From an optimization exercise on the open Yosys and OpenROAD flow, aimed at small area, a short achievable clock period and few clock cycles; shortcuts taken in it are not production practice. Function was checked by simulation only, so behaviour that the tests miss may differ from the original.

## flow/design.v (module list and top-level ports; edited modules follow where they fit)
// module det_fa: 3 lines
// module det_ha: 3 lines
// module matriz_determ5x5: 5947 lines
module matriz_determ5x5 (
	input wire [199:0] matriz_A,
	input clk,
	input start,
	output reg done,
	output reg [31:0] det
);
  // ...
==> flow/flow/run.sh <==
#!/bin/bash
# The standard layout (the standard.sh: ORFS from synthesis to the final
# layout), with one change: the buffers that buffer_ports puts on every input
# and output port are sky130_fd_sc_hd__buf_2 cells instead of the delay-buffer
# cells it picks by default.
set -e
cp standard.sh standard_copy.sh.txt
export BUFFER_PORTS_ARGS="-buffer_cell sky130_fd_sc_hd__buf_2"
bash standard.sh > standard.log 2>&1
==> flow/standard.sh <==
#!/bin/bash
# synth_recipe.tcl (not shown) runs the flow's synth.tcl, then flattens the netlist and writes it again
# the make line also repeats each setting of config.mk as NAME=value (left out here)
make -C /OpenROAD-flow-scripts/flow DESIGN_CONFIG=/design/flow/config.mk WORK_HOME=/design/flow/orfs CLKGATE_MAP_FILE= SYNTH_SCRIPT=/design/flow/synth_recipe.tcl "${@:-finish}"
==> flow/config.mk <==
export PLATFORM = sky130hd
export DESIGN_NAME = matriz_determ5x5
export DESIGN_NICKNAME = matriz_determ5x5
export VERILOG_FILES = /design/flow/design.v
export SDC_FILE = /design/flow/constraint.sdc
export NUM_CORES = 4
export LEC_CHECK = 0
export CAP_MARGIN = 20
export CORE_MARGIN = 2
export CORE_UTILIZATION = 45
export PLACE_DENSITY = 0.6
export SLEW_MARGIN = 20
export SYNTH_HIERARCHICAL = 1
==> flow/constraint.sdc <==
create_clock -name core_clock -period 30.0 [get_ports {clk}]
set_input_delay 6.0000 -clock core_clock [delete_from_list [all_inputs] [get_ports {clk}]]
set_output_delay 6.0000 -clock core_clock [all_outputs]
set_load 0.01 [all_outputs]
==> impl_metrics.json, run 1 <==
{
  "r2r-end": "pb_two[7]$_DFF_P_",
  "drc": 0,
  "fmax_mhz": 128,
  "n_all_inverters": 103,
  "yosysSeqAreaShare_pct": 12.2,
  "worstHoldPathType": "reg2reg",
  "hp-start": "R[19]$_DFF_P_",
  "synth_cells": 6417,
  "cp_num_buf_inv": 2,
  "synth_compound_area_share_pct": 7.44,
  "max-cap-violations": 0,
  "r2r_cells": 18,
  "rrSetupSlack_ns": 22.18,
  "final.setup.tns_ns": 0,
  "via_per_inst": 5.92,
  "grt_pass1_vias": 56900,
  "hold_slack_ns": 0.452,
  "largest_reg_flops": 200,
  "drt-wirelength-per-cell_um": 28.0,
  "outcome": "timing/DRC/antenna clean",
  "synth_top_family_by_area": "adder cells",
  "dpl.hpwl_um": 177000,
  "hold_viol_final": 0,
  "path_depth": 18,
  "cts_buffers": 55,
  "filler_cell_count": 14400,
  "htreeDepth": 2,
  "buffers": 384,
  "most-common-layout-cells": "1682 x fa_1, 748 x and2_1, 737 x nand2_1",
  "dpl.cell_count": 8462,
  "track_usage_pct": 30.7,
  "reg2reg_from": "first$_SDFF_PN0_",
  "top_register": "R",
  "yosys.area_share.xor_xnor_pct": 6.92,
  "critPathSlowestCell": "mux2i_1"
}
Testbench counts, summed over its fixed seeds: cycles 3,456.
==> run 2: changes to the inputs <==
--- a/flow/design.v
+++ b/flow/design.v
@@ -10,29 +10,31 @@
 	input start,
 	output reg done,
 	output reg [31:0] det
 );
 	reg [199:0] R;           
 	reg [3:0] cnt;
 	reg v1;                  
 	reg first;               
+	reg first_n;             
 	reg [16:0] k34, k24, k23, k14, k13;
 	reg [8:0] pa_neg, pa_one, pa_two, pb_neg, pb_one, pb_two;
 	reg [26:0] q234a, q234b;
 	wire [199:0] Rrot;
 	genvar r, c;
 	generate
 		for (r = 0; r < 5; r = r + 1) begin : gr
 			for (c = 0; c < 5; c = c + 1) begin : gc
 				assign Rrot[r*40 + c*8 + 7 -: 8] = R[r*40 + ((c + 1) % 5)*8 + 7 -: 8];
 			end
 		end
 	endgenerate
-	wire [31:0] det_in = det & {32{~first}};
+	wire k_first = (cnt == 4'd1);
+	wire [31:0] det_in = det & {32{cnt != 4'd2}};
 	wire [16:0] k34_n;
 	wire [7:0] k34_a = R[151:144];
 	wire [7:0] k34_b = R[159:152];
 	wire [7:0] k34_c = R[191:184];
 	wire [7:0] k34_d = R[199:192];
 	wire [16:0] k24_n;
 	wire [7:0] k24_a = R[143:136];
 	wire [7:0] k24_b = R[159:152];
@@ -44,20 +46,20 @@
 	wire [7:0] k14_c = R[175:168];
 	wire [7:0] k14_d = R[199:192];
 	wire [16:0] m01a_n;
 	wire [7:0] m01a_a = (first ? R[143:136] : R[39:32]);
 	wire [7:0] m01a_b = (first ? R[151:144] : R[7:0]);
 	wire [7:0] m01a_c = (first ? R[183:176] : R[79:72]);
 	wire [7:0] m01a_d = (first ? R[191:184] : R[47:40]);
 	wire [16:0] m01b_n;
-	wire [7:0] m01b_a = (first ? R[135:128] : R[15:8]);
-	wire [7:0] m01b_b = (first ? R[151:144] : R[39:32]);
-	wire [7:0] m01b_c = (first ? R[175:168] : R[55:48]);
-	wire [7:0] m01b_d = (first ? R[191:184] : R[79:72]);
+	wire [7:0] m01b_a = (first_n ? R[15:8] : R[135:128]);
+	wire [7:0] m01b_b = (first_n ? R[39:32] : R[151:144]);
+	wire [7:0] m01b_c = (first_n ? R[55:48] : R[175:168]);
+	wire [7:0] m01b_d = (first_n ? R[79:72] : R[191:184]);
 	wire [7:0] a21 = R[87:80];
 	wire [7:0] a22 = R[95:88];
 	wire [7:0] a23 = R[103:96];
 	wire [7:0] a24 = R[111:104];
 	wire [26:0] q234a_n, q234b_n;
 	wire [3:0] bd_pa21_neg, bd_pa21_one, bd_pa21_two;
 	wire [8:0] bd_pa21_x = {a21[7:0], 1'b0};
 	assign bd_pa21_neg[0] = bd_pa21_x[2];
@@ -5921,33 +5923,35 @@
 			assign db_one[i] = vs & (xb[2*i+1] ^ xb[2*i]);
 			assign db_two[i] = vs & ((xb[2*i+2] & ~xb[2*i+1] & ~xb[2*i]) | (~xb[2*i+2] & xb[2*i+1] & xb[2*i]));
 		end
 	endgenerate
 	always @(posedge clk) begin
 		R <= (cnt == 4'd0) ? matriz_A : Rrot;
 		k34 <= k34_n;
 		k24 <= k24_n;
-		k23 <= first ? m01a_n : k34;
+		k23 <= k_first ? m01a_n : k34;
 		k14 <= k14_n;
-		k13 <= first ? m01b_n : k24;
+		k13 <= k_first ? m01b_n : k24;
 		pa_neg <= da_neg;
 		pa_one <= da_one;
 		pa_two <= da_two;
 		pb_neg <= db_neg;
 		pb_one <= db_one;
 		pb_two <= db_two;
 		q234a <= q234a_n;
 		q234b <= q234b_n;
 		det <= det_n;
 		if (!start) begin
 			cnt <= 4'd0;
 			v1 <= 1'b0;
 			first <= 1'b0;
+			first_n <= 1'b1;
 			done <= 1'b0;
 		end else begin
 			if (cnt != 4'd8) cnt <= cnt + 4'd1;
 			first <= (cnt == 4'd0);
+			first_n <= (cnt != 4'd0);
 			v1 <= (cnt >= 4'd1) && (cnt <= 4'd5);
 			done <= (cnt >= 4'd7);
 		end
 	end
 endmodule
--- a/flow/config.mk
+++ b/flow/config.mk
@@ -4,10 +4,10 @@
 export VERILOG_FILES = /design/flow/design.v
 export SDC_FILE = /design/flow/constraint.sdc
 export NUM_CORES = 4
 export LEC_CHECK = 0
 export CAP_MARGIN = 20
 export CORE_MARGIN = 2
 export CORE_UTILIZATION = 45
 export PLACE_DENSITY = 0.6
-export SLEW_MARGIN = 20
+export SLEW_MARGIN = 70
 export SYNTH_HIERARCHICAL = 1
==> run 2 against run 1 <==
Critical endpoint is now det[21]. Flip-flop and latch count rose by 1. Utilization rose by 0.95 points. Largest cell class unchanged. Via count fell by 1.3%. Highest routed layer unchanged. Fmax rose by 9.1%. Final cell count fell by 0.41%. First-iteration DRC count fell by 11%.
==> impl_metrics.json, run 2 <==
{
  "core_mm2": 0.156,
  "critPathMaxStageDelay_ns": 0.35,
  "cts_tree": "built",
  "synth_top_area_share_pct": 47.8,
  "worstHoldPathType": "reg2reg",
  "num_vias": 50100,
  "synth.avg_cell_area_um2": 11.0,
  "max-cap-violations": 0,
  "first_pass_iters": 8,
  "critPathLaunchType": "register",
  "post-route-period-util_pct": 23.9,
  "yosys-top-cells-area": "fa_1 48%, dfxtp_1 12%, and2_1 6.6%",
  "yosysSeqAreaShare_pct": 12.2,
  "layout-drive-gt1-share_pct": 15.7,
  "holdBufCountCts": 0,
  "largestRegisters": "R (200), det (32)",
  "cts_sinks": 431,
  "grt_pass1_wl_um": 356000,
  "yosysUniqueCellTypes": 79,
  "io_buffer_count": 234,
  "layout_commonest_cell": "fa_1",
  "synth_cells": 6397,
  "htreeDepth": 2,
  "syn-cell-area_mm2": 0.0704,
  "filler_cell_count": 14000,
  "fmax_mhz": 140,
  "clkLatencyLatePin_ns": 0.69,
  "initialDrtViolationCount": 4201,
  "initial_core_util_pct": 45.2,
  "rsz0062_at_grt": "false",
  "grt_max_degree": 56,
  "synth_ff_type": "dfxtp_1",
  "cp_cell_sequence": "buf_2",
  "drtAntennaViolNets": 0,
  "period_needed_ns": 7.17,
  "rows": 145,
  "path_delay_family": "flip-flops",
  "path_clk_slew_ns": 0.06,
  "grt-ovfl-total": 0,
  "outcome": "timing/DRC/antenna clean",
  "largest_reg_flops": 200,
  "place_ws_ns": 23.33,
  "synth_common_cells": "1682 x fa_1, 743 x and2_1, 734 x nand2_1, 494 x xnor2_1, 431 x dfxtp_1",
  "antenna_found_initial": 13,
  "finalSetupViolations": 0,
  "final.setup.tns_ns": 0,
  "hold_viol_final": 0,
  "synth_most_common_cell": "fa_1",
  "multi_input_area_mm2": 0.0609,
  "critical_path_class": "reg2out",
  "track_usage_pct": 29.9,
  "worstPathMaxFanout": 2,
  "yosys.area.top_type": "fa_1",
  "cts.path.max_buffers": 3,
  "drc": 0,
  "fin_skew_ns": 0.0497,
  "drt-wirelength-per-cell_um": 27.3,
  "worst_slack_ns": 22.83,
  "via_per_inst": 5.87,
  "most-common-layout-cells": "1682 x fa_1, 742 x and2_1, 732 x nand2_1",
  "synth_edf_count": 0,
  "dpl.hpwl_um": 178000,
  "dieArea_mm2": 0.160,
  "cp.required_ns": 24.00,
  "synthArstFlopShare_pct": 0,
  "cp_num_buf_inv": 1,
  "synth_seq_cells": 431,
  "root_buffer": "clkbuf_16",
  "pin_count": 235,
  "die_w_um": 400,
  "drt-total-wl_um": 232000,
  "yosysWarnings": 7,
  "cts_resized": 0,
  "end_kind": "primary output",
  "top_register": "R",
  "critPathSlowestCell": "dfxtp_1",
  "worstPathArrival_ns": 1.17,
  "regArea_mm2": 0.00897,
  "grt_pass1_vias": 56000,
  "cts_buffers": 52,
  "slew_viol_final": 0,
  "post-cts-setup-buffers": 0,
  "area_delta_synth_final_pct": 9.62,
  "gp_congestion": 0.925,
  "nets": 8584,
  "die_h_um": 400
}
==> run 2: changes by cell type after synthesis, moves of 16 or more <==
cell	before	now
o21ai_0	70	93
mux2_2	230	246
inv_1	103	72
buf_1	86	70
xor2_1	43	62
clkbuf_1	375	397
==> run 2: modules after synthesis (local to each module, per instance) <==
module	flops+latches	area (um^2)
det_ha	0	12.5
matriz_determ5x5	431	36000
det_fa	0	20.0
==> run 2: logic make-up after synthesis <==
| group | count (synthesis) | share of synthesized area, % |
|---|---|---|
| compound gates | 767 | 7.67 |
| xor+xnor | 556 | 6.91 |
| fa+ha+maj | 1955 | 52.7 |
| buf+inv | 540 | 2.88 |
| flops | 431 | 12.2 |
| mux | 283 | 4.46 |
| other cells | 1 | 0.00532 |
| simple gates | 1864 | 13.2 |
==> run 2: path summary, 6_finish.rpt <==
kind	from	endpoint	slack, ns	depth (start not counted)
worst max-delay path	det[21]$_DFF_P_	det[21]	22.83	1
worst min-delay path	R[64]$_DFF_P_	R[56]$_DFF_P_	0.45	1
worst max register to register	cnt[0]$_SDFFE_PN0P_	det[29]$_DFF_P_	23.27	21
worst min register to register	R[64]$_DFF_P_	R[56]$_DFF_P_	0.45	1
==> run 2: per-layer routing <==
metal	part of all wire, %	wire length, um	track usage [%]	up-vias
met2	46	108000	47.7	2471
met1	39	90400	38.2	26200
met5	0.044	103	0	-
met4	6.7	15600	16.7	18
met3	7.9	18400	5.75	657
li1	-	-	-	20700
==> run 2: final cells by class <==
type                    count  area share [%]
clock buffers              66            1.82
well taps                2058            3.33
diodes                      5          0.0162
repair buffers            379            3.49
inverters                  73           0.358
clock inverters            28           0.438
multi-input cells        5490            78.9
flip-flops and latches    431            11.6
==> run 2: worst register-to-register path, stage by stage, from the launching register on <==
cell	delay (ns)
dfxtp_1	0.42
inv_1	0.11
ha_1	0.19
and2_1	0.13
buf_4	0.19
buf_16	0.19
nor2b_1	0.27
fa_1	0.47
fa_1	0.54
fa_1	0.44
fa_1	0.42
fa_1	0.53
fa_1	0.42
ha_1	0.38
a21oi_1	0.27
o21a_1	0.26
o21ai_0	0.12
a21oi_1	0.28
o31ai_4	0.17
a221oi_2	0.42
o21ba_2	0.21
a41oi_1	0.15
==> run 2: per-stage QoR <==
step                      instance area (um^2)  hold slack, ns  instances  utilization, %
after global placement                   73500           0.439       8394            47.2
after detailed placement                 75300           0.441       8427            48.3
after global routing                     77200           0.464       8527            49.5
after floorplan                          70700           0.434       6461               -
after CTS                                77000           0.455       8521            49.4
final                                    77200           0.453       8530            49.5
Testbench counts of run 2, summed over its fixed seeds: cycles 3,456.
==> run 3: changes to the inputs <==
--- a/flow/config.mk
+++ b/flow/config.mk
@@ -6,5 +6,5 @@
 export NUM_CORES = 4
 export LEC_CHECK = 0
-export CAP_MARGIN = 20
+export CAP_MARGIN = 60
 export CORE_MARGIN = 2
 export CORE_UTILIZATION = 45
==> run 3 against run 2 <==
Worst hold slack worse by 0.0091 ns. Utilization is 0.13 points higher. Still clean on timing, DRC and antenna. Wire length about the same. Via count rose by 0.21%. Flip-flop and latch count unchanged.
==> impl_metrics.json, run 3 <==
{
  "period_needed_ns": 7.20,
  "critPathLaunchType": "register",
  "slew_viol_final": 0,
  "holdBufCountCts": 0,
  "fmax_mhz": 139,
  "first_pass_iters": 6,
  "rsz0062_at_grt": "false",
  "grt-ovfl-total": 0,
  "fin_skew_ns": 0.0661,
  "max-cap-violations": 0,
  "cts_sinks": 431,
  "largest_reg_flops": 200,
  "synth_top_area_share_pct": 47.8,
  "hold_viol_final": 0,
  "drt-wirelength-per-cell_um": 27.2,
  "cts.path.max_buffers": 3,
  "synth_edf_count": 0,
  "most-common-layout-cells": "1682 x fa_1, 742 x and2_1, 732 x nand2_1",
  "critPathSlowestCell": "dfxtp_1",
  "initialDrtViolationCount": 4288,
  "regArea_mm2": 0.00896,
  "die_h_um": 400,
  "antenna_found_initial": 17,
  "top_register": "R",
  "synth.avg_cell_area_um2": 11.0,
  "die_w_um": 400,
  "path_depth": 1,
  "cts_buffers": 54,
  "largestRegisters": "R (200), det (32)",
  "pin_count": 235,
  "worstPathMaxFanout": 2,
  "outcome": "timing/DRC/antenna clean",
  "dieArea_mm2": 0.160,
  "worstHoldPathType": "reg2reg",
  "nets": 8586,
  "r2r_cells": 21,
  "layout-drive-gt1-share_pct": 15.9,
  "filler_cell_count": 14000,
  "grt_pass1_wl_um": 355000,
  "yosysWarnings": 7,
  "drt-total-wl_um": 232000,
  "rows": 145,
  "initial_core_util_pct": 45.2,
  "cts_tree": "built",
  "drtAntennaViolNets": 0,
  "synth_cells": 6397,
  "cp.required_ns": 24.00,
  "post-cts-setup-buffers": 0,
  "track_usage_pct": 29.9,
  "htreeDepth": 2,
  "grt_max_degree": 56,
  "area_delta_synth_final_pct": 9.89,
  "root_buffer": "clkbuf_16",
  "cp_num_buf_inv": 1,
  "path_delay_family": "flip-flops",
  "core_mm2": 0.156,
  "io_buffer_count": 234,
  "synth_common_cells": "1682 x fa_1, 743 x and2_1, 734 x nand2_1, 494 x xnor2_1, 431 x dfxtp_1",
  "synth_most_common_cell": "fa_1",
  "num_vias": 50200,
  "gp_congestion": 0.925,
  "yosysUniqueCellTypes": 79,
  "layout_commonest_cell": "fa_1",
  "clkLatencyLatePin_ns": 0.71,
  "cts_resized": 0,
  "grt_pass1_vias": 55900,
  "end_kind": "primary output",
  "synth_ff_type": "dfxtp_1",
  "yosys.area.top_type": "fa_1",
  "dpl.hpwl_um": 179000,
  "multi_input_area_mm2": 0.0610,
  "critPathMaxStageDelay_ns": 0.36,
  "post-route-period-util_pct": 24.0,
  "final.setup.tns_ns": 0,
  "cp_cell_sequence": "buf_2",
  "syn-cell-area_mm2": 0.0704,
  "drc": 0,
  "via_per_inst": 5.87,
  "synthArstFlopShare_pct": 0,
  "synth_seq_cells": 431,
  "yosysSeqAreaShare_pct": 12.2,
  "path_clk_slew_ns": 0.06,
  "critical_path_class": "reg2out",
  "worstPathArrival_ns": 1.20,
  "finalSetupViolations": 0,
  "hold_path_depth": 1,
  "yosys-top-cells-area": "fa_1 48%, dfxtp_1 12%, and2_1 6.6%"
}
run 3: cell counts after synthesis:
Identical to the previous run, type by type.
run 3: through the flow:
step	cell area [um^2]	util [%]	hold slack [ns]	setup WS (ns)	cells
floorplan	70700	-	0.434	23.64	6461
global placement	73500	47.2	0.439	22.87	8394
detailed placement	75300	48.3	0.441	23.33	8427
CTS	77200	49.6	0.438	22.75	8527
global route	77400	49.7	0.464	22.74	8534
finish	77400	49.7	0.444	22.80	8539
run 3: routing by layer:
metal	GRT usage, %	share of wire (%)	vias up
met1	38.4	39	26300
met2	48.0	47	2512
met3	5.75	7.9	619
met4	15.3	6.3	16
li1	-	-	20700
met5	0	0.045	-
run 3: kinds of logic (layout without fill, tap and decap cells):
| logic type | after synthesis | after routing | synth area share, % |
|---|---|---|---|
| flip-flops | 431 | 431 | 12.2 |
| multiplexers | 283 | 283 | 4.46 |
| AO/OA/AOI/OAI | 767 | 767 | 7.67 |
| XOR/XNOR | 556 | 556 | 6.91 |
| AND/OR/NAND/NOR | 1864 | 1864 | 13.2 |
| buffers and inverters | 540 | 552 | 2.88 |
| other | 1 | 73 | 0.00532 |
| adder cells (fa/ha/maj) | 1955 | 1955 | 52.7 |
run 3: modules after synthesis, one instance, submodules excluded:
module | cells | area (um^2) | copies in the design
det_fa | 1 | 20.0 | 1653
det_ha | 1 | 12.5 | 111
matriz_determ5x5 | 4633 | 36000 | 1
run 3: path summary, 6_finish.rpt:
kind	to	slack, ns	start
worst min-delay path	R[193]$_DFF_P_	0.44	R[161]$_DFF_P_
worst max register to register	det[29]$_DFF_P_	23.26	cnt[0]$_SDFFE_PN0P_
worst min register to register	R[193]$_DFF_P_	0.44	R[161]$_DFF_P_
worst max-delay path	det[21]	22.80	det[21]$_DFF_P_
run 3: area by class of cell:
class                      instances  share of cell area, %
multi-input combinational       5490                   78.7
sequential                       431                   11.6
timing repair buffer             379                   3.47
tap                             2058                   3.33
clock buffer                      69                   1.95
clock inverter                    31                  0.541
inverter                          73                  0.357
antenna                            8                 0.0259
==> run 4: changes to the inputs <==
--- a/flow/config.mk
+++ b/flow/config.mk
@@ -6,8 +6,8 @@
 export NUM_CORES = 4
 export LEC_CHECK = 0
-export CAP_MARGIN = 60
+export CAP_MARGIN = 20
 export CORE_MARGIN = 2
 export CORE_UTILIZATION = 45
 export PLACE_DENSITY = 0.6
-export SLEW_MARGIN = 70
+export SLEW_MARGIN = 20
 export SYNTH_HIERARCHICAL = 1
==> run 4 against run 3 <==
Count of clock-buffer cells in the layout shrank 4. Flip-flop and latch count is the same. Still clean. Fmax shrank 1.1%. Critical path type is now reg2reg. Die area is the same. Synthesized area is the same. Global-route usage shrank 0.15 points. Non-clock buffer count shrank 37. Via count shrank 0.26%. Synthesized cell count is the same. Final area shrank 2.6%. Highest routed layer unchanged.
==> impl_metrics.json, run 4 <==
{
  "dpl.hpwl_um": 177000,
  "synth_seq_cells": 431,
  "die_w_um": 400,
  "post-cts-setup-buffers": 0,
  "yosysUniqueCellTypes": 79,
  "rows": 145,
  "worstMarginPinSlew_ns": 1.19,
  "worstPathMaxFanout": 32,
  "worstHoldPathType": "reg2reg",
  "io_buffer_count": 234,
  "initial_core_util_pct": 45.2,
  "area_delta_synth_final_pct": 7.01,
  "synth_edf_count": 0,
  "clkLatencyLatePin_ns": 0.70,
  "worst_slack_ns": 22.71,
  "holdBufCountCts": 0,
  "drt-wirelength-per-cell_um": 27.3,
  "slew_viol_final": 0,
  "core_mm2": 0.156,
  "largestRegisters": "R (200), det (32)",
  "grt_pass1_wl_um": 353000,
  "post-route-period-util_pct": 24.3,
  "outcome": "timing/DRC/antenna clean",
  "synth_common_cells": "1682 x fa_1, 743 x and2_1, 734 x nand2_1, 494 x xnor2_1, 431 x dfxtp_1",
  "grt_pass1_vias": 55500,
  "cts_resized": 0,
  "top_register": "R",
  "most-common-layout-cells": "1682 x fa_1, 742 x and2_1, 733 x nand2_1",
  "met2_usage_pct": 47.7,
  "syn-cell-area_mm2": 0.0704,
  "path_common_cell": "fa_1",
  "met1_usage_pct": 38.6,
  "path_clk_slew_ns": 0.07,
  "yosys.area_share.xor_xnor_pct": 6.91,
  "critPathMaxStageDelay_ns": 0.93,
  "max_slew_margin_pct": 20.2,
  "muxShareOfSynthArea_pct": 4.46,
  "via_per_inst": 5.89,
  "worstPathArrival_ns": 7.80,
  "htreeDepth": 2,
  "track_usage_pct": 29.7,
  "finalSetupViolations": 0,
  "num_vias": 50000,
  "critPathSlowestCell": "mux2i_1",
  "synth_top_area_share_pct": 47.8,
  "antenna_found_initial": 14,
  "synth_ff_type": "dfxtp_1",
  "root_buffer": "clkbuf_16",
  "cts_buffers": 53,
  "rsz0062_at_grt": "false",
  "nets": 8548,
  "hold_viol_final": 0,
  "die_h_um": 400,
  "place_ws_ns": 22.85,
  "grt_max_degree": 78,
  "critPathLaunchType": "register",
  "largest_reg_flops": 200,
  "first_pass_iters": 7,
  "yosys.area.top_type": "fa_1",
  "cts.path.max_buffers": 3,
  "layout-drive-gt1-share_pct": 11.3,
  "gp_congestion": 0.925,
  "pin_count": 235,
  "synthAdderAreaFrac_pct": 52.7,
  "synthSimpleGateAreaFrac_pct": 13.2,
  "synth_cells": 6397,
  "drtAntennaViolNets": 0,
  "synth_most_common_cell": "fa_1",
  "cts_sinks": 431,
  "end_kind": "register",
  "layout_commonest_cell": "fa_1",
  "cp.required_ns": 30.52,
  "final.setup.tns_ns": 0,
  "drt-total-wl_um": 232000,
  "yosysWarnings": 7,
  "use_met3_pct": 5.15,
  "drc": 0,
  "initialDrtViolationCount": 4142,
  "fmax_mhz": 137,
  "synth_top_family_by_area": "adder cells",
  "synthArstFlopShare_pct": 0,
  "synth.avg_cell_area_um2": 11.0,
  "rrSetupSlack_ns": 22.71,
  "busiest_layer": "met2",
  "yosysSeqAreaShare_pct": 12.2,
  "fin_skew_ns": 0.0636,
  "yosys-top-cells-area": "fa_1 48%, dfxtp_1 12%, and2_1 6.6%",
  "dieArea_mm2": 0.160,
  "cts_tree": "built",
  "cp_cell_sequence": "mux2i_1, nor2_1, fa_1, fa_1, fa_1, fa_1, fa_1, fa_1, ha_1, and2_1, and3_1, a31oi_1, a21oi_1, xnor2_1, nand3b_1, o21ai_0",
  "synth_compound_area_share_pct": 7.67,
  "max-cap-violations": 0,
  "grt-ovfl-total": 0,
  "regArea_mm2": 0.00864,
  "period_needed_ns": 7.29,
  "critical_path_class": "reg2reg",
  "multi_input_area_mm2": 0.0600,
  "filler_cell_count": 14200
}
[run 4: worst max-delay path, delay by kind of cell (launching register included)]
kind                     cells  cell delay [ns]
adder cells (fa/ha/maj)      7             3.25
multiplexers                 1             0.93
flip-flops                   1             0.90
AND/OR/NAND/NOR              4             0.74
XOR/XNOR                     1             0.71
AO/OA/AOI/OAI                3             0.54
[run 4: through the flow]
step | cell area, um^2 | hold WS [ns] | cells | utilization, %
5_1_grt | 75400 | 0.467 | 8492 | 48.4
3_5_place_dp | 73500 | 0.441 | 8394 | 47.2
2_1_floorplan | 70700 | 0.434 | 6461 | -
6_report | 75400 | 0.450 | 8495 | 48.4
3_3_place_gp | 73500 | 0.439 | 8394 | 47.2
4_1_cts | 75400 | 0.453 | 8491 | 48.4
[run 4: cell type report]
cell class,instances,area share (%)
clock inverter,32,0.573
tap,2058,3.42
antenna,4,0.0133
sequential,431,11.5
multi-input combinational,5490,79.6
inverter,73,0.364
timing repair buffer,342,2.63
clock buffer,65,1.90
[run 4: cell families after synthesis]
kind of cell	Yosys count
AOI/OAI and AO/OA	767
xor gates and xnor gates	556
adders and majority gates	1955
buffers and inverters	540
DFF	431
muxes	283
other	1
and+or+nand+nor	1864
[run 4: Yosys stat by module, one instance, submodules excluded]
| module | flip-flops and latches | cells inside | copies in the design | area, um^2 |
|---|---|---|---|---|
| matriz_determ5x5 | 431 | 4633 | 1 | 36000 |
| det_fa | 0 | 1 | 1653 | 20.0 |
| det_ha | 0 | 1 | 111 | 12.5 |
[run 4: per-layer routing]
metal | up-vias | wire [um]
li1 | 20600 | -
met1 | 26200 | 91300
met2 | 2519 | 108000
met3 | 640 | 17900
met4 | 18 | 14700
met5 | - | 99
[run 4: final timing paths]
check	cells after the start	start	endpoint
max	16	first$_SDFF_PN0_	pa_two[7]$_DFF_P_
min	1	R[161]$_DFF_P_	R[193]$_DFF_P_
max reg2reg	16	first$_SDFF_PN0_	pa_two[7]$_DFF_P_
min reg2reg	1	R[161]$_DFF_P_	R[193]$_DFF_P_
==> run 5: changes to the inputs <==
--- a/flow/config.mk
+++ b/flow/config.mk
@@ -8,6 +8,6 @@
 export CAP_MARGIN = 20
 export CORE_MARGIN = 2
-export CORE_UTILIZATION = 45
-export PLACE_DENSITY = 0.6
+export CORE_UTILIZATION = 70
+export PLACE_DENSITY = 0.85
 export SLEW_MARGIN = 20
 export SYNTH_HIERARCHICAL = 1
==> run 5 against run 4 <==
Still clean on timing, DRC and antenna. Count of clock-buffer cells in the layout decreased by 1. Utilization up 26 points. Via count increased by 5.3%. Synthesized area stayed put. Final area down 1.3%. Worst hold slack better by 0.0063 ns. Synthesized cell count unchanged. Critical path depth increased by 1. Clock skew is 0.0047 ns higher. Register-to-register slack got worse by 0.09 ns. Sequential share of layout area increased by 0.14 points.
==> impl_metrics.json, run 5 <==
{
  "place_ws_ns": 22.96,
  "path_common_cell": "fa_1",
  "initial_core_util_pct": 70.5,
  "first_pass_iters": 13,
  "critPathMaxStageDelay_ns": 0.92,
  "synth_edf_count": 0,
  "end_kind": "register",
  "die_h_um": 321,
  "synth_common_cells": "1682 x fa_1, 743 x and2_1, 734 x nand2_1, 494 x xnor2_1, 431 x dfxtp_1",
  "cts.path.max_buffers": 3,
  "worstMarginPinSlew_ns": 1.19,
  "largestRegisters": "R (200), det (32)",
  "cts_resized": 0,
  "multi_input_area_mm2": 0.0600,
  "cp.required_ns": 30.58,
  "final.setup.tns_ns": 0,
  "max_slew_margin_pct": 20.3,
  "outcome": "timing/DRC/antenna clean",
  "post-route-period-util_pct": 24.6,
  "yosysSeqAreaShare_pct": 12.2,
  "grt_max_degree": 91,
  "synth_compound_area_share_pct": 7.67,
  "die_w_um": 321,
  "cts_sinks": 431,
  "period_needed_ns": 7.37,
  "holdBufCountCts": 0,
  "grt_pass1_vias": 58800,
  "grt-ovfl-total": 0,
  "slew_viol_final": 0,
  "htreeDepth": 2,
  "critical_path_class": "reg2reg",
  "max-cap-violations": 0,
  "nets": 8547,
  "yosysUniqueCellTypes": 79,
  "initialDrtViolationCount": 6278,
  "synthSimpleGateAreaFrac_pct": 13.2,
  "synth.avg_cell_area_um2": 11.0,
  "synthAdderAreaFrac_pct": 52.7,
  "filler_cell_count": 6573,
  "finalSetupViolations": 0,
  "num_vias": 52700,
  "critPathSlowestCell": "dfxtp_1",
  "yosys.area_share.xor_xnor_pct": 6.91,
  "largest_reg_flops": 200,
  "most-common-layout-cells": "1682 x fa_1, 742 x and2_1, 733 x nand2_1",
  "yosys.area.top_type": "fa_1",
  "worstHoldPathType": "reg2reg",
  "dieArea_mm2": 0.103,
  "layout_commonest_cell": "fa_1",
  "regArea_mm2": 0.00863,
  "syn-cell-area_mm2": 0.0704,
  "yosysWarnings": 7,
  "synth_top_family_by_area": "adder cells",
  "worstPathArrival_ns": 7.96,
  "layout-drive-gt1-share_pct": 11.2,
  "core_mm2": 0.0999,
  "synth_top_area_share_pct": 47.8,
  "post-cts-setup-buffers": 0,
  "gp_congestion": 1.01,
  "top_register": "R",
  "synth_ff_type": "dfxtp_1",
  "grt_pass1_wl_um": 342000,
  "synthArstFlopShare_pct": 0,
  "clkLatencyLatePin_ns": 0.73,
  "via_per_inst": 6.81,
  "cts_tree": "built",
  "worst_slack_ns": 22.63,
  "io_buffer_count": 234,
  "muxShareOfSynthArea_pct": 4.46,
  "synth_most_common_cell": "fa_1",
  "final_cell_area_mm2": 0.0744,
  "fmax_mhz": 136,
  "fin_skew_ns": 0.0683,
  "drtAntennaViolNets": 0,
  "drt-total-wl_um": 220000,
  "critPathLaunchType": "register",
  "track_usage_pct": 44.3,
  "worstPathMaxFanout": 17,
  "area_delta_synth_final_pct": 5.62,
  "yosys-top-cells-area": "fa_1 48%, dfxtp_1 12%, and2_1 6.6%",
  "placed_cell_area_mm2": 0.0725,
  "path_clk_slew_ns": 0.07,
  "synth_seq_cells": 431,
  "rsz0062_at_grt": "false",
  "hold_viol_final": 0,
  "dpl.hpwl_um": 165000,
  "antenna_found_initial": 17,
  "cts_buffers": 53,
  "root_buffer": "clkbuf_16",
  "synth_cells": 6397,
  "cp_cell_sequence": "and2_1, fa_1, fa_1, fa_1, fa_1, fa_1, fa_1, fa_1, ha_1, a21oi_1, o21ai_0, or3b_2, nor3_1, nor3_1, a31oi_1, nor2_1, a211oi_1",
  "drt-wirelength-per-cell_um": 28.4,
  "rows": 116,
  "drc": 0,
  "pin_count": 235
}
run 5: cell types whose count changed in the layout (fill, tap and decap cells not counted), sizes merged:
cell / delta
bufinv: -2
diode: +2
inv: +4
buf: -1
clkinv: +1
clkbuf: -1
run 5: path summary, 6_finish.rpt:
check             startpoint           endpoint  slack (ns)  cells after the start
max          k34[11]$_DFF_P_  q234a[26]$_DFF_P_       22.63                     17
min            R[59]$_DFF_P_      R[51]$_DFF_P_        0.46                      1
max reg2reg  k34[11]$_DFF_P_  q234a[26]$_DFF_P_       22.63                     17
min reg2reg    R[59]$_DFF_P_      R[51]$_DFF_P_        0.46                      1
run 5: layout make-up:
| type | count | area share (%) |
|---|---|---|
| Antenna cell | 6 | 0.0202 |
| Clock buffer | 64 | 1.92 |
| Clock inverter | 35 | 0.555 |
| Inverter | 73 | 0.368 |
| Multi-Input combinational cell | 5490 | 80.7 |
| Sequential cell | 431 | 11.6 |
| Tap cell | 1298 | 2.18 |
| Timing Repair Buffer | 341 | 2.65 |
run 5: logic make-up after synthesis:
kind of cell,after synthesis
adders and majority gates,1955
and+or+nand+nor,1864
AOI/OAI and AO/OA,767
xor gates and xnor gates,556
buffers and inverters,540
DFF,431
muxes,283
other,1
run 5: worst max-delay path: cells and delay by family, from the launching register on:
family,cells,cell delay [ns]
adders and majority gates,8,3.89
AOI/OAI and AO/OA,4,1.18
DFF,1,0.92
and+or+nand+nor,5,1.28
run 5: routing by layer:
layer  vias to the layer above  GRT usage (%)  part of all wire [%]
met5                         -              0                 0.048
met4                        16           34.7                    10
met3                      1390           12.6                    13
met2                      4341           67.2                    45
met1                     26300           53.6                    32
li1                      20600              -                     -
run 5: metrics by stage:
step                hold slack, ns  util, %  cells
floorplan                    0.434        -   6461
global route                 0.465     74.5   7733
global placement             0.436     72.6   7633
detailed placement           0.440     72.6   7633
finish                       0.456     74.5   7738
CTS                          0.457     74.5   7732
run 5: per-module statistics from Yosys (local to each module, per instance):
| module | cells inside | times used | area, um^2 | flip-flops and latches |
|---|---|---|---|---|
| det_ha | 1 | 111 | 12.5 | 0 |
| matriz_determ5x5 | 4633 | 1 | 36000 | 431 |
| det_fa | 1 | 1653 | 20.0 | 0 |
==> run 6: changes to the inputs <==
--- a/flow/config.mk
+++ b/flow/config.mk
@@ -8,6 +8,6 @@
 export CAP_MARGIN = 20
 export CORE_MARGIN = 2
-export CORE_UTILIZATION = 70
-export PLACE_DENSITY = 0.85
+export CORE_UTILIZATION = 60
+export PLACE_DENSITY = 0.75
 export SLEW_MARGIN = 20
 export SYNTH_HIERARCHICAL = 1
==> run 6 against run 5 <==
Critical path type is now reg2out. Count of clock-buffer cells in the layout up 5. Still clean on timing, DRC and antenna. Register-to-register slack improved by 0.33 ns. Worst hold slack got worse by 0.0048 ns. Clock skew fell by 0.0030 ns. Critical path depth fell by 16. Synthesized cell count unchanged. Wire length down 1.1%. Via count down 3.3%. Worst setup slack improved by 0.20 ns.
==> impl_metrics.json, run 6 <==
{
  "post-cts-setup-buffers": 0,
  "synth_ff_type": "dfxtp_1",
  "r2r-end": "q234b[25]$_DFF_P_",
  "hp-start": "R[119]$_DFF_P_",
  "r2r_cells": 17,
  "rsz0062_at_grt": "false",
  "synthArstFlopShare_pct": 0,
  "worstHoldPathType": "reg2reg",
  "synth_top_area_share_pct": 47.8,
  "drc": 0,
  "dpl.cell_count": 7850,
  "fmax_mhz": 139,
  "track_usage_pct": 37.3,
  "finalSetupViolations": 0,
  "yosys.area.top_type": "fa_1",
  "gp_congestion": 0.968,
  "largest_reg_flops": 200,
  "htreeDepth": 2,
  "holdBufCountCts": 0,
  "critPathLaunch": "det[6]$_DFF_P_",
  "cts_sinks": 431,
  "post-route-period-util_pct": 23.9,
  "cts_resized": 0,
  "slew_viol_final": 0,
  "pin_count": 235,
  "critPathMaxStageDelay_ns": 0.37,
  "cp_cell_sequence": "buf_2",
  "dpl.hpwl_um": 165000,
  "area_delta_synth_final_pct": 5.91,
  "fin_skew_ns": 0.0653,
  "cts_buffers": 52,
  "max_slew_margin_pct": 17.6,
  "die_h_um": 347,
  "path_depth": 1,
  "synth_common_cells": "1682 x fa_1, 743 x and2_1, 734 x nand2_1, 494 x xnor2_1, 431 x dfxtp_1",
  "final.setup.tns_ns": 0,
  "synth_edf_count": 0,
  "end_kind": "primary output",
  "antenna_found_initial": 16,
  "clkLatencyLatePin_ns": 0.70,
  "top_register": "R",
  "yosysWarnings": 7,
  "path_delay_family": "flip-flops",
  "period_needed_ns": 7.17,
  "syn-cell-area_mm2": 0.0704,
  "initialDrtViolationCount": 5340,
  "rows": 125,
  "critPathSlowestCell": "dfxtp_1",
  "synth_seq_cells": 431,
  "hold_slack_ns": 0.451,
  "num_vias": 51000,
  "synth_cells": 6397,
  "layout-drive-gt1-share_pct": 11.0,
  "worstPathArrival_ns": 1.17,
  "filler_cell_count": 9120,
  "rrSetupSlack_ns": 22.96,
  "drt-total-wl_um": 218000,
  "layout_commonest_cell": "fa_1",
  "drt-wirelength-per-cell_um": 27.4,
  "multi_input_area_mm2": 0.0600,
  "worstMarginPinSlew_ns": 1.23,
  "grt_pass1_wl_um": 339000,
  "final_cells": 7951,
  "worstPathMaxFanout": 2,
  "max-cap-violations": 0,
  "grt_max_degree": 84,
  "most-common-layout-cells": "1682 x fa_1, 742 x and2_1, 733 x nand2_1",
  "cp.required_ns": 24.00,
  "yosys-top-cells-area": "fa_1 48%, dfxtp_1 12%, and2_1 6.6%",
  "yosysUniqueCellTypes": 79,
  "outcome": "timing/DRC/antenna clean",
  "reg2reg_from": "k34[8]$_DFF_P_",
  "nets": 8537,
  "cp_num_buf_inv": 1,
  "synth.avg_cell_area_um2": 11.0,
  "cts_tree": "built",
  "initial_core_util_pct": 60.5,
  "drtAntennaViolNets": 0,
  "largestRegisters": "R (200), det (32)",
  "regArea_mm2": 0.00864,
  "setup.worst_path.end": "det[6]",
  "cts.path.max_buffers": 3,
  "dieArea_mm2": 0.120,
  "fin_util_pct": 64.1,
  "io_buffer_count": 234,
  "via_per_inst": 6.41,
  "core_mm2": 0.116,
  "path_clk_slew_ns": 0.06,
  "grt-ovfl-total": 0,
  "synth_most_common_cell": "fa_1",
  "root_buffer": "clkbuf_16",
  "critical_path_class": "reg2out",
  "grt_pass1_vias": 57100,
  "first_pass_iters": 7,
  "die_w_um": 347,
  "critPathLaunchType": "register",
  "yosysSeqAreaShare_pct": 12.2,
  "hold_viol_final": 0
}
-- run 6: cell types whose count changed in the layout (fill, tap and decap cells not counted), sizes merged --
| cell | delta |
|---|---|
| buf | -9 |
| inv | -5 |
| diode | -1 |
| bufinv | +1 |
| clkbuf | +5 |
| clkinv | -4 |
-- run 6: per-layer routing --
layer	vias to the layer above	wire [um]	track usage, %
met5	-	72	0
met4	12	19400	26.5
met3	965	22000	7.79
met2	3447	98700	58.2
met1	25900	77300	46.6
li1	20600	-	-
-- run 6: final cells by class --
| cell class | count | area share [%] |
|---|---|---|
| multi-input combinational | 5490 | 80.5 |
| sequential | 431 | 11.6 |
| timing repair buffer | 332 | 2.56 |
| tap | 1524 | 2.56 |
| clock buffer | 69 | 1.97 |
| clock inverter | 27 | 0.495 |
| inverter | 73 | 0.367 |
| antenna | 5 | 0.0168 |
-- run 6: cell families after synthesis --
kind of cell	count (synthesis)	share of synthesized area, %
fa+ha+maj	1955	52.7
simple gates	1864	13.2
compound gates	767	7.67
xor+xnor	556	6.91
buf+inv	540	2.88
flops	431	12.2
mux	283	4.46
other cells	1	0.00532
-- run 6: worst min-delay path by stage --
stage	depth (start not counted)	end	slack, ns
floorplan	1	R[104]$_DFF_P_	0.43
global placement	1	R[60]$_DFF_P_	0.44
detailed placement	1	R[58]$_DFF_P_	0.44
CTS	1	R[153]$_DFF_P_	0.46
global route	1	R[111]$_DFF_P_	0.46
finish	1	R[111]$_DFF_P_	0.45
-- run 6: modules after synthesis (local to each module, per instance) --
module	times used	flip-flops and latches	cell area, um^2
det_ha	111	0	12.5
matriz_determ5x5	1	431	36000
det_fa	1653	0	20.0
-- run 6: worst reg2reg max path, delay by kind of cell, from the launching register on --
| kind | cells | cell delay [ns] |
|---|---|---|
| simple gates | 4 | 1.15 |
| flops | 1 | 0.87 |
| compound gates | 5 | 1.28 |
| fa+ha+maj | 8 | 3.63 |
-- run 6: per-stage QoR --
step | worst slack, ns | area (um^2)
finish | 22.83 | 74600
global route | 22.75 | 74600
CTS | 22.78 | 74600
detailed placement | 23.15 | 72800
global placement | 23.17 | 72800
floorplan | 23.64 | 70700

-- static timing again, ports no longer ideal --
No port has a modelled driver above. Below, the same layouts with a new extraction and two added sets of constraints.
Step 1 (the two cells are an assumption about what drives the block):
set clk [get_ports {clk}]
set_driving_cell -lib_cell sky130_fd_sc_hd__clkbuf_16 $clk
set_driving_cell -lib_cell sky130_fd_sc_hd__buf_2 [delete_from_list [all_inputs] $clk]
Step 2 moves the port delays by t, midway between the first and last clock arrival at a register: inputs arrive t later, outputs are due t later. That takes back most of the time a late clock gives input paths.
a / b / c = ideal / step 1 / step 2; a / b = the first two.
run | shift t [ns] | setup slack, ns | worst hold slack (ns) | slew at the worst register clock pin (ns)
run 1 | 0.762 | 22.182 / 22.182 / 22.182 | 0.452 / 0.452 / 0.452 | 0.07 / 0.07
run 2 | 0.749 | 22.835 / 22.755 / 23.266 | 0.453 / 0.453 / 0.453 | 0.07 / 0.07
run 3 | 0.754 | 22.796 / 22.715 / 23.265 | 0.444 / 0.444 / 0.444 | 0.07 / 0.07
run 4 | 0.754 | 22.713 / 22.700 / 22.713 | 0.450 / 0.450 / 0.450 | 0.08 / 0.08
run 5 | 0.774 | 22.627 / 22.627 / 22.627 | 0.456 / 0.456 / 0.456 | 0.07 / 0.07
run 6 | 0.744 | 22.828 / 22.754 / 22.960 | 0.451 / 0.451 / 0.451 | 0.09 / 0.09
After both steps setup and hold are still met in every run listed.
